This is an optimization exercise on Yosys and OpenROAD, whose aim is small area and a short achievable clock period, not a production implementation. Function was checked by simulation only, so behaviour that the tests miss may differ from the original. No activity file was given, so power comes from the tool's default toggle rates.

garnet:
==> flow/design.v (excerpt) <==
module APB_top(input PCLK,
               input PRESETn,
               input Transfer,
               input Wr_Rd,
               input [4:0] Address,
               input [31:0] write_data,
               output [31:0] read_data);
Size: roughly 2100 cells after synthesis, roughly 1100 flip-flops, roughly 73 I/O pins, about 39000 sq um of cells after synthesis.
export LEC_CHECK = 0
export CAP_MARGIN = 20
export CORE_MARGIN = 2
export CORE_UTILIZATION = 40
export CTS_CLUSTER_DIAMETER = 100
export CTS_CLUSTER_SIZE = 30
export PLACE_DENSITY = 0.6
export SETUP_SLACK_MARGIN = 3.3
export SLEW_MARGIN = 20
create_clock -name core_clock -period 5.0 [get_ports {PCLK}]
run.sh (not shown) runs the stock make flow with config.mk's settings and CLKGATE_MAP_FILE= SYNTH_SCRIPT=/design/flow/synth_recipe.tcl, a recipe that flattens the netlist after the stock synthesis.
Setup changes, garnet to pepper
- SETUP_SLACK_MARGIN now 2.9, was 3.3
- PLACE_DENSITY now 0.65, was 0.6
- CTS_CLUSTER_SIZE now 25, was 30
- CORE_UTILIZATION now 50, was 40
==> run notes <==
Compared with garnet, pepper shows clock group share of total power higher by 1.2 points.
Global-route usage (lower): garnet
The total stage count of the critical path reported for pepper is smaller than that of garnet by 3.

========
The RTL this note starts from:
==> flow/design.v <==
module APB_master(input             PCLK,
                  input             PRESETn,
                  input             Transfer,
                  input             Wr_Rd,
                  input      [4:0]  Address,
                  input      [31:0] write_data,
                  output reg [31:0] read_data,
                  input      [31:0] PRDATA,    
                  output reg [31:0] PSEL_ROW,  
                  output reg [31:0] PWDATA,
                  output            PWEN,      
                  output            PACCESS,
                  output            PREAD);    
    reg st_setup, st_access;
    reg pwrite_q;
    wire go = PRESETn & Transfer;
    always @(posedge PCLK) begin
        st_setup  <= go & ~st_setup;
        st_access <= go & st_setup;
    end
    always @(posedge PCLK) begin
        PSEL_ROW <= 32'd1 << Address;
        pwrite_q <= Wr_Rd;
        PWDATA   <= write_data;
    end
    assign PACCESS = st_access;
    assign PREAD   = st_access & ~pwrite_q;
    assign PWEN    = PRESETn & st_access & pwrite_q;
    wire rd_hold = ~(PRESETn & st_access & ~pwrite_q);
    always @(posedge PCLK)
        read_data <= ({32{PRESETn}} & PRDATA) | ({32{rd_hold}} & read_data);
endmodule
module APB_slave(input         PCLK,
                 input  [31:0] PSEL_ROW,
                 input  [31:0] PWDATA,
                 input         PWEN,
                 input         PREAD,
                 output [31:0] PRDATA);
    reg [31:0] mem [0:31];
    integer i;
    always @(posedge PCLK) begin
        for (i = 0; i < 32; i = i + 1)
            if (PWEN & PSEL_ROW[i])
                mem[i] <= PWDATA;
    end
    reg [31:0] rd;
    always @(*) begin
        rd = 32'd0;
        for (i = 0; i < 32; i = i + 1)
            rd = rd | (mem[i] & {32{PSEL_ROW[i] & PREAD}});
    end
    assign PRDATA = rd;
endmodule
module APB_top(input PCLK,
               input PRESETn,
               input Transfer,
               input Wr_Rd,
               input [4:0] Address,
               input [31:0] write_data,
               output [31:0] read_data);
    wire [31:0] PSEL_ROW, PWDATA, PRDATA;
    wire        PWEN, PACCESS, PREAD;
    APB_master Design_master(.PCLK(PCLK), .PRESETn(PRESETn), .Transfer(Transfer),
                             .Wr_Rd(Wr_Rd), .Address(Address), .write_data(write_data),
                             .read_data(read_data), .PRDATA(PRDATA), .PSEL_ROW(PSEL_ROW),
                             .PWDATA(PWDATA), .PWEN(PWEN), .PACCESS(PACCESS),
                             .PREAD(PREAD));
    APB_slave Design_slave(.PCLK(PCLK), .PSEL_ROW(PSEL_ROW), .PWDATA(PWDATA),
                           .PWEN(PWEN), .PREAD(PREAD), .PRDATA(PRDATA));
endmodule
clock: 5.0 ns
lec_check: 0
cap_margin: 20
core_margin: 2
core_utilization: 40
cts_buf_list: sky130_fd_sc_hd__clkbuf_4
place_density: 0.6
setup_slack_margin: 3.0
slew_margin: 20
Next try:
- CTS_BUF_LIST: sky130_fd_sc_hd__clkbuf_4 -> not set
- SETUP_SLACK_MARGIN: 3.0 -> 3.3
=> Global-route usage increases by 3.3 points; cell area increases by 4.5%; sequential power hardly moves; worst hold slack gets better by 0.15 ns; via count is about the same.
Next try:
- CTS_CLUSTER_DIAMETER: not set -> 100
- CTS_CLUSTER_SIZE: not set -> 25
- SETUP_SLACK_MARGIN: 3.3 -> 3.0
=> Synthesized cell count does not change. Total power decreases by 19%. Wire length drops by 12%. Cell count goes down by 5.2%. Critical path depth fell by 5. Clock-buffer cell count drops by 48. Area after synthesis is unchanged. Worst setup slack is better by 0.057 ns.
Next try:
- CORE_UTILIZATION: 40 -> 65
- CTS_CLUSTER_DIAMETER: 100 -> not set
- CTS_CLUSTER_SIZE: 25 -> not set
- PLACE_DENSITY: 0.6 -> 0.75
=> Via count is higher by a few percent. Die area is lower by well over a third. Critical path depth is unchanged. Clock-buffer cell count is higher by 50. Design area is higher by a few percent. Global-route usage is higher by 12 points. Total power is higher by about a fifth. Wire length is lower by a few percent. Core utilization is higher by 30 points. First-iteration DRC count is higher by a quarter to a third. Non-clock buffer count is lower by 7.

========
Starts from the design.v that is shown in full above.
Settings: LEC_CHECK=0, CAP_MARGIN=20, CORE_MARGIN=2, CORE_UTILIZATION=65, CTS_CLUSTER_DIAMETER=100, CTS_CLUSTER_SIZE=25, PLACE_DENSITY=0.75, SETUP_SLACK_MARGIN=2.9, SLEW_MARGIN=20; clock period 5.0 ns.
The first run passed the timing, design-rule and antenna checks.
Then changed:
Settings changed: CORE_UTILIZATION 65 to 40, CTS_BUF_LIST set to sky130_fd_sc_hd__clkbuf_8, CTS_CLUSTER_DIAMETER 100 to not set, CTS_CLUSTER_SIZE 25 to not set, PLACE_DENSITY 0.75 to 0.6, SETUP_SLACK_MARGIN 2.9 to 3.0.
The changed run went through all stages and came out clean. Count of clock-buffer cells in the layout rose by 97. Worst setup slack loses 88 ps. Synthesized area stays the same. Non-clock buffer count fell by 6. Sequential share of layout area fell by 3.5 points. Cell count rose by about 22%. Global-route usage fell by 12 points. Total power rose by 16%. Die area rose by about 60%.
Then changed:
Settings changed: CTS_BUF_LIST sky130_fd_sc_hd__clkbuf_8 to not set, CTS_CLUSTER_DIAMETER set to 100, CTS_CLUSTER_SIZE set to 25, PLACE_DENSITY 0.6 to 0.7.
Outcome: Worst setup slack improved by 140 ps. Register-to-register slack stays flat. Routed wire length went down by 9.7%. Sequential power is about the same. Total power went down by 14%. First-iteration DRC count went up by 16%. Utilization went down by 2.4 points. Final cell count went down by 6.9%. Via count went down by 4.5%. Global-route usage went down by 1.7 points. Clock-buffer cell count went down by 100.
Then changed:
Settings changed: PLACE_DENSITY 0.7 to 0.6, SETUP_SLACK_MARGIN 3.0 to 2.9.
After rerunning: The changed run ran to the end with no violations. Via count is about the same. Clock power rises by about 2%. Synthesized area stays the same. Non-clock buffer count goes down by 6. Cell count stays flat. Clock-buffer cell count is unchanged.

## afterwards: timing with drivers on the ports
Ports are ideal in the flow. The routed layouts listed here were re-timed in OpenROAD. Step 1 assumes that a clkbuf_16 drives the clock port and a buf_2 every other input. Step 2, shift: input delay + t, output delay - t, t = (earliest + latest rising clock arrival at the registers) / 2. This alone moves slack from input paths to output paths. Three values: ideal, step 1, step 2; two values: the first two.
| run | t (ns) | slack for setup (ns) | slew at the worst register clock pin (ns) | worst slew at a driven data input, ns |
|---|---|---|---|---|
| garnet | 0.691 | 2.773 / 2.770 / 2.593 | 0.12 / 0.12 | 0.13 |
| pepper | 0.693 | 2.801 / 2.801 / 2.512 | 0.10 / 0.10 | 0.15 |
| the first run of note 2 | 1.177 | 2.374 / 2.315 / 1.692 | 0.08 / 0.08 | 0.13 |
| the second run of note 2 | 0.743 | 2.796 / 2.777 / 2.573 | 0.07 / 0.07 | 0.15 |
| the third run of note 2 | 0.706 | 2.853 / 2.784 / 2.315 | 0.10 / 0.10 | 0.13 |
| the fourth run of note 2 | 0.716 | 2.840 / 2.778 / 2.350 | 0.07 / 0.07 | 0.08 |
| the first run of note 3 | 0.700 | 2.786 / 2.786 / 2.386 | 0.10 / 0.10 | 0.12 |
| the second run of note 3 | 0.876 | 2.698 / 2.635 / 2.312 | 0.07 / 0.07 | 0.13 |
| the third run of note 3 | 0.710 | 2.837 / 2.770 / 2.300 | 0.10 / 0.10 | 0.12 |
| the fourth run of note 3 | 0.708 | 2.748 / 2.685 / 2.467 | 0.11 / 0.11 | 0.13 |
After both steps every run listed still meets setup and hold. For the first run of note 2, which loses most, drivers alone change the setup slack by -0.059 ns; drivers and shift together by -0.682 ns.
